Context: an optimization exercise on an open-source flow, tuned for small area. The choices shown serve that exercise and are no tape-out recipe. In this exercise RTL edits were held to simulation tests only and were not proved equivalent to the original. The clock port is modelled as an ideal driver, which makes a skipped or thinned clock tree look cheaper than it is; a real chip needs a root buffer or a tree. Power and IR drop assume default switching activity.

==> inputs of build 63 <==
Design sonar, start of the top module:
module sonar(
input clk, rst_n,  
input do_measure,
input sonar_pulse,
output reg [7:0] inches,
output sonar_trigger,
output READY
);
==> module sonar, before the edit <==
module sonar(
input clk, rst_n,  
input do_measure,
input sonar_pulse,
output reg [7:0] inches,
output sonar_trigger,
output READY
);
localparam [10:0] C_INIT = 11'd91;                      
localparam [10:0] C_END  = 11'd1771, M_END = 11'd1015;  
localparam [10:0] C_PRE  = 11'd1891, M_PRE = 11'd1503;  
reg s1, s0;
assign READY = ~s1 & ~s0;
assign sonar_trigger = ~s1 & s0;
reg [10:0] c;
reg [7:0] q;
wire e_end = (c & M_END) == (C_END & M_END);
wire e_pre = (c & M_PRE) == (C_PRE & M_PRE);
wire wrap = s0 & e_end & q[4] & q[1];  
wire inc = s0 ? e_pre : e_end;
always @(negedge rst_n or posedge clk)
    if (~rst_n) begin
        s1 <= 1'b0;
        s0 <= 1'b0;
    end else begin
        s1 <= sonar_pulse & (s1 | s0);
        s0 <= s1 ? (s0 & sonar_pulse & ~wrap) : (s0 | do_measure);
    end
always @(posedge clk)
    if (s1 & ~sonar_pulse)
        inches <= q;
always @(posedge clk)
    if (~s1) begin
        c <= C_INIT;
        q <= 8'd12;
    end else begin
        c <= {c[9:0], c[10] ^ c[1] ^ e_end};
        q <= (q + inc) & ~{3'b000, wrap, 2'b00, wrap, 1'b0};
    end
endmodule
Settings: LEC_CHECK=0, CAP_MARGIN=20, CORE_AREA=2 2 58.01 58.01, DIE_AREA=0 0 60.01 60.01, SLEW_MARGIN=20; clock period 25.0 ns.
standard.sh (not shown) runs the stock make flow with config.mk's settings and CLKGATE_MAP_FILE= SYNTH_SCRIPT=/design/flow/synth_recipe.tcl, a recipe that flattens the netlist after the stock synthesis.
==> flow/flow/run.sh <==
#!/bin/bash
# Layout flow: the standard synthesis with its combinational logic re-mapped by ABC for
# area (kept only if proven equivalent), the standard floorplan and placement with one-cell
# port buffers, a clock tree of one buffer, then the standard routing and finish.
# Each tool's output goes to a log_*.txt file here.
set -euo pipefail
W=$(pwd)
R=$W/orfs/results/$FLOW_PLATFORM/sonar/base
export LIB=$FLOW_HOME/platforms/$FLOW_PLATFORM/lib/sky130_fd_sc_hd__tt_025C_1v80.lib
export DONT_USE_CELLS=$(cat flow/dont_use.txt)   # the platform's DONT_USE_CELLS
B="BUFFER_PORTS_ARGS=-buffer_cell sky130_fd_sc_hd__buf_1"

bash standard.sh synth "$B" > log_synth.txt 2>&1
cp $R/1_2_yosys.v std_synth.v
python3 flow/genmodels.py $LIB cells_comb.v
if yosys -c flow/remap.tcl > log_remap.txt 2>&1 && yosys -c flow/equiv.tcl > log_equiv.txt 2>&1; then
  cp remapped.v $R/1_2_yosys.v
  touch $R/1_2_yosys.v
else
  echo "remap not used" >> log_remap.txt
fi
bash standard.sh place "$B" > log_place.txt 2>&1
RES=$R CLKBUF=sky130_fd_sc_hd__clkbuf_16 openroad -no_init -exit flow/cts.tcl > log_cts.txt 2>&1
bash standard.sh finish "$B" > log_finish.txt 2>&1
==> flow/flow/area.abc <==
strash
dch -f
amap
==> flow/flow/cts.tcl <==
# Clock tree of a single buffer: the clock port drives one clock buffer, which drives every
# register's clock pin.
set R $::env(RES)
read_liberty $::env(LIB)
read_db $R/3_place.odb
read_sdc $R/3_place.sdc
set block [ord::get_db_block]
set n 0; set sx 0; set sy 0
foreach inst [$block getInsts] {
  if {[$inst findITerm CLK] ne "NULL"} {
    set b [$inst getBBox]
    set sx [expr {$sx + ([$b xMin] + [$b xMax]) / 2.0}]
    set sy [expr {$sy + ([$b yMin] + [$b yMax]) / 2.0}]
    incr n
  }
}
set dbu [$block getDbUnitsPerMicron]
set x [expr {$sx / $n / $dbu}]; set y [expr {$sy / $n / $dbu}]
puts "clock sinks $n, centre $x $y"
insert_buffer -buffer_cell $::env(CLKBUF) -net clk -location [list $x $y] -buffer_name clkbuf_root -net_name clknet_root
set bi NULL
foreach i [$block getInsts] { if {[string match clkbuf_root* [$i getName]]} { set bi $i } }
puts "buffer [$bi getName] [[$bi getMaster] getName]"
foreach it [$bi getITerms] { set nt [$it getNet]; if {$nt ne "NULL"} { puts "  [[$it getMTerm] getName] -> [$nt getName]"; $nt setSigType CLOCK } }
[$block findNet clk] setSigType CLOCK
set_propagated_clock [all_clocks]
detailed_placement
check_placement -verbose
estimate_parasitics -placement
report_worst_slack -max
report_worst_slack -min
write_db $R/4_1_cts.odb
write_sdc -no_timestamp $R/4_cts.sdc
==> flow/flow/equiv.tcl <==
# Prove that the re-mapped netlist does what the standard synthesis does.
set lib $::env(LIB)
yosys read_verilog cells_comb.v
yosys read_liberty -lib -ignore_redef $lib
yosys read_verilog std_synth.v
yosys rename $::env(FLOW_TOP) gold
yosys read_verilog remapped.v
yosys rename $::env(FLOW_TOP) gate
yosys hierarchy -check
yosys flatten gold gate
yosys opt_clean
yosys techmap
yosys rename -hide w:_*
yosys opt_clean
yosys equiv_make gold gate equiv
yosys hierarchy -top equiv
yosys equiv_simple
yosys equiv_status -assert
==> flow/flow/genmodels.py <==
# Verilog models of the platform's combinational cells, from the liberty functions.
# usage: genmodels.py LIBERTY OUT.v
import re, sys
lib=open(sys.argv[1]).read()
out=[]
for c in re.split(r'\n\s*cell\s*\(',lib)[1:]:
    n=re.match(r'\s*"?(\w+)"?',c).group(1)
    if re.search(r'\b(ff|latch|statetable)\s*\(',c): continue
    pins=re.findall(r'pin\s*\(\s*"?(\w+)"?\s*\)\s*\{(.*?)\n\s{8}\}',c,re.S)
    ins=[];outs=[]
    for p,body in pins:
        d=re.search(r'direction\s*:\s*"?(\w+)"?',body)
        if not d: continue
        if d.group(1)=='input': ins.append(p)
        elif d.group(1)=='output':
            f=re.search(r'function\s*:\s*"([^"]*)"',body)
            if not f: break
            outs.append((p,f.group(1)))
    else:
        if not outs or 'tristate' in c: continue
        def conv(f):
            f=f.replace('!','~').replace('*','&').replace('+','|')
            f=re.sub(r'(\w+)\s+(?=[\w(~])',r'\1&',f)  # implicit AND
            f=re.sub(r'\)\s*(?=[\w(~])',r')&',f)
            return f
        body='\n'.join(f'  assign {p} = {conv(f)};' for p,f in outs)
        out.append(f"module {n}({', '.join(ins+[p for p,_ in outs])});\n"+''.join(f'  input {i};\n' for i in ins)+''.join(f'  output {p};\n' for p,_ in outs)+body+'\nendmodule\n')
open(sys.argv[2],'w').write('\n'.join(out))

==> flow/flow/remap.tcl <==
# Re-map the combinational logic of the standard synthesis for area. The registers, their
# names and cells, the ports and the flattening stay as the standard synthesis made them.
set lib $::env(LIB)
set dont_use {}
foreach c $::env(DONT_USE_CELLS) { lappend dont_use -dont_use $c }
yosys read_verilog cells_comb.v
yosys read_liberty -lib -ignore_redef $lib
yosys read_verilog std_synth.v
yosys hierarchy -top $::env(FLOW_TOP)
yosys flatten
yosys opt -purge
yosys techmap
yosys opt -fast
yosys abc -script flow/area.abc -liberty $lib {*}$dont_use
yosys opt_clean -purge
yosys write_verilog -noattr -noexpr -nohex -nodec remapped.v
yosys stat -liberty $lib
Other scripts of this flow, unchanged in this note and not shown: flow/flow/dont_use.txt
==> build 49 (differences from build 63) <==
--- a/flow/design.v
+++ b/flow/design.v
@@ -15,3 +15,5 @@
 assign sonar_trigger = ~s1 & s0;
-reg [10:0] c;
+localparam [10:0] P = 11'b01010101010;
+reg [10:0] cs;
+wire [10:0] c = cs ^ P;
 reg [7:0] q;
@@ -34,6 +36,6 @@
     if (~s1) begin
-        c <= C_INIT;
+        cs <= C_INIT ^ P;
         q <= 8'd12;
     end else begin
-        c <= {c[9:0], c[10] ^ c[1] ^ e_end};
+        cs <= {c[9:0], c[10] ^ c[1] ^ e_end} ^ P;
         q <= (q + inc) & ~{3'b000, wrap, 2'b00, wrap, 1'b0};
==> flow/flow/run.sh (replaced) <==
#!/bin/bash
# Layout flow: the standard synthesis with its combinational logic re-mapped by ABC for
# area (the smallest of a few ABC scripts, applied for up to three rounds, and used only if
# proven equivalent to the standard synthesis), the standard floorplan and placement with
# one-cell port buffers, a clock tree of two inverters, then the standard routing and finish.
# Each tool's output goes to a log_*.txt file here.
set -euo pipefail
W=$(pwd)
R=$W/orfs/results/$FLOW_PLATFORM/sonar/base
export LIB=$FLOW_HOME/platforms/$FLOW_PLATFORM/lib/sky130_fd_sc_hd__tt_025C_1v80.lib
export DONT_USE_CELLS=$(cat flow/dont_use.txt)   # the platform's DONT_USE_CELLS
B="BUFFER_PORTS_ARGS=-buffer_cell sky130_fd_sc_hd__buf_1"
area() { awk '/Chip area/ {print $NF}' $1; }

bash standard.sh synth "$B" > log_synth.txt 2>&1
cp $R/1_2_yosys.v std_synth.v
python3 flow/genmodels.py $LIB cells_comb.v
mkdir -p remap
cp std_synth.v remap/best.v
best=1e9
for round in 1 2 3; do
  improved=0
  for s in flow/abc/*.abc; do
    k=$(basename $s .abc)
    if IN=remap/best.v OUT=remap/r${round}_$k.v ABC=$s yosys -c flow/remap.tcl > log_remap_r${round}_$k.txt 2>&1; then
      a=$(area remap/r${round}_$k.v.area)
      echo "round $round $k $a" >> log_remap_summary.txt
      if awk "BEGIN{exit !($a < $best - 0.01)}"; then best=$a; cand=remap/r${round}_$k.v; improved=1; fi
    fi
  done
  [ $improved = 1 ] || break
  cp $cand remap/best.v
done
echo "best $best" >> log_remap_summary.txt
if [ $best != 1e9 ] && GATE=remap/best.v yosys -c flow/equiv.tcl > log_equiv.txt 2>&1; then
  cp remap/best.v $R/1_2_yosys.v
  touch $R/1_2_yosys.v
  echo "re-mapped netlist used" >> log_remap_summary.txt
else
  echo "re-mapped netlist not used" >> log_remap_summary.txt
fi
bash standard.sh place "$B" > log_place.txt 2>&1
RES=$R INV1=sky130_fd_sc_hd__inv_2 INV2=sky130_fd_sc_hd__inv_12 openroad -no_init -exit flow/cts.tcl > log_cts.txt 2>&1
bash standard.sh finish "$B" > log_finish.txt 2>&1
==> flow/flow/abc/a1.abc (new file) <==
strash
dch -f
amap
==> flow/flow/abc/a2.abc (new file) <==
strash
dc2
dch -f
amap
==> flow/flow/abc/a3.abc (new file) <==
strash
dch
amap
==> flow/flow/abc/a4.abc (new file) <==
strash
fraig
dch -f
amap
==> flow/flow/abc/a5.abc (new file) <==
strash
ifraig
scorr
dc2
dch -f
amap
==> flow/flow/abc/a6.abc (new file) <==
strash
dch -f
amap
strash
dch -f
amap
==> flow/flow/abc/a7.abc (new file) <==
&get -n
&st
&dch -f
&nf -R 1000
&put
==> flow/flow/cts.tcl (replaced) <==
# Clock tree of two inverters in series: the clock port drives a small inverter, which drives a
# large one, which drives every register's clock pin.
set R $::env(RES)
read_liberty $::env(LIB)
read_db $R/3_place.odb
read_sdc $R/3_place.sdc
set db [ord::get_db]
set block [ord::get_db_block]
set clk [$block findNet clk]
set sinks {}
set n 0; set sx 0; set sy 0
foreach it [$clk getITerms] {
  lappend sinks $it
  set b [[$it getInst] getBBox]
  set sx [expr {$sx + ([$b xMin] + [$b xMax]) / 2}]
  set sy [expr {$sy + ([$b yMin] + [$b yMax]) / 2}]
  incr n
}
set x [expr {$sx / $n}]; set y [expr {$sy / $n}]
puts "clock sinks $n, centre $x $y"
set i1 [odb::dbInst_create $block [$db findMaster $::env(INV1)] clkinv_0]
set i2 [odb::dbInst_create $block [$db findMaster $::env(INV2)] clkinv_1]
set n1 [odb::dbNet_create $block clknet_0]
set n2 [odb::dbNet_create $block clknet_1]
foreach it $sinks { $it disconnect; $it connect $n2 }
[$i1 findITerm A] connect $clk
[$i1 findITerm Y] connect $n1
[$i2 findITerm A] connect $n1
[$i2 findITerm Y] connect $n2
foreach nt [list $clk $n1 $n2] { $nt setSigType CLOCK }
$i1 setLocation $x $y; $i1 setPlacementStatus PLACED
$i2 setLocation $x $y; $i2 setPlacementStatus PLACED
global_connect
set_propagated_clock [all_clocks]
detailed_placement
check_placement -verbose
estimate_parasitics -placement
report_worst_slack -max
report_worst_slack -min
write_db $R/4_1_cts.odb
write_sdc -no_timestamp $R/4_cts.sdc
--- a/flow/flow/equiv.tcl
+++ b/flow/flow/equiv.tcl
@@ -6,3 +6,3 @@
 yosys rename $::env(FLOW_TOP) gold
-yosys read_verilog remapped.v
+yosys read_verilog $::env(GATE)
 yosys rename $::env(FLOW_TOP) gate
==> flow/flow/remap.tcl (replaced) <==
# Re-map the combinational logic of a netlist ($IN) with the ABC script $ABC, for area. The
# registers, their names and cells, the ports and the flattening stay as they are. Writes
# $OUT and its cell area to $OUT.area.
set lib $::env(LIB)
set dont_use {}
foreach c $::env(DONT_USE_CELLS) { lappend dont_use -dont_use $c }
yosys read_verilog cells_comb.v
yosys read_liberty -lib -ignore_redef $lib
yosys read_verilog $::env(IN)
yosys hierarchy -top $::env(FLOW_TOP)
yosys flatten
yosys opt -purge
yosys techmap
yosys opt -fast
yosys abc -script $::env(ABC) -liberty $lib {*}$dont_use
yosys opt_clean -purge
yosys write_verilog -noattr -noexpr -nohex -nodec $::env(OUT)
yosys tee -o $::env(OUT).area stat -liberty $lib
removed: flow/flow/area.abc
==> run notes <==
Outcome: build 63 complete, no violations; build 49 complete, no violations
Static leakage: build 63 0.3518 nW; build 49 0.3563 nW
Total number of multi-input combinational cells: build 63 52; build 49 50
Total wirelength of the detailed-routed design: build 63 1465 um; build 49 1324 um
Mean area per synthesized cell: build 63 11.25 um^2; build 49 11.13 um^2
Reg-to-Reg Start: build 63 s0; build 49 cs[8]
Met2 global-route usage: build 63 0.1460; build 49 0.1413
Layout Area Growth over Synthesis: build 63 13.48%; build 49 13.25%
Hold-critical path depth: build 63 2; build 49 1
Drt initial violations: build 63 14; build 49 1
Switching part of the total: build 63 0.2121; build 49 0.2600
Internal power consumption: build 63 0.00006012 W; build 49 0.00005497 W
Register share of total power: build 63 0.689; build 49 0.712
Worst-case setup slack after placement: build 63 19.02 ns; build 49 19.03 ns
Clock Power: build 63 0.0000184 W; build 49 0.0000165 W
Worst reg-to-reg path cell count: build 63 9; build 49 10
Register-to-Register Setup Slack: build 63 23.01 ns; build 49 22.40 ns
Met3 global-route usage: build 63 0.01515; build 49 0.008658
Hold slack final: build 63 0.4509 ns; build 49 0.4000 ns
Combinational cell power: build 63 0.00000536 W; build 49 0.00000490 W
Launch instance of the worst min-delay path: build 63 c[8]; build 49 cs[5]
Max transition margin: build 63 0.5744; build 49 0.5944
Gate Count Post-Synth: build 63 85; build 49 84
Met1 global-route usage: build 63 0.1298; build 49 0.1004
Net switching power figure: build 63 0.00001619 W; build 49 0.00001932 W
In build 49 the design's own scripts or RTL, not TritonCTS, make the clock network.

[separate check: timing with driven ports]
Ports are ideal in the flow. The routed layouts listed here were re-timed in OpenROAD.
Step 1 (the two cells are an assumption about what drives the block):
set clk [get_ports {clk}]
set_driving_cell -lib_cell sky130_fd_sc_hd__clkbuf_16 $clk
set_driving_cell -lib_cell sky130_fd_sc_hd__buf_2 [delete_from_list [all_inputs] $clk]
Step 2 times the ports against the registers' clock, not the clock port: input delays grow and output delays shrink by t, the midpoint of the rising clock arrivals with the driver on.
Slacks: ideal ports / drivers / drivers and shift; pairs: ideal ports / drivers.
| run | shift t [ns] | setup WS [ns] | hold WS [ns] |
|---|---|---|---|
| build 63 | 0.186 | 19.012 / 18.987 / 19.021 | 0.451 / 0.451 / 0.451 |
| build 49 | 0.176 | 18.974 / 18.951 / 19.058 | 0.400 / 0.400 / 0.400 |
After both steps setup and hold are still met in every run listed.
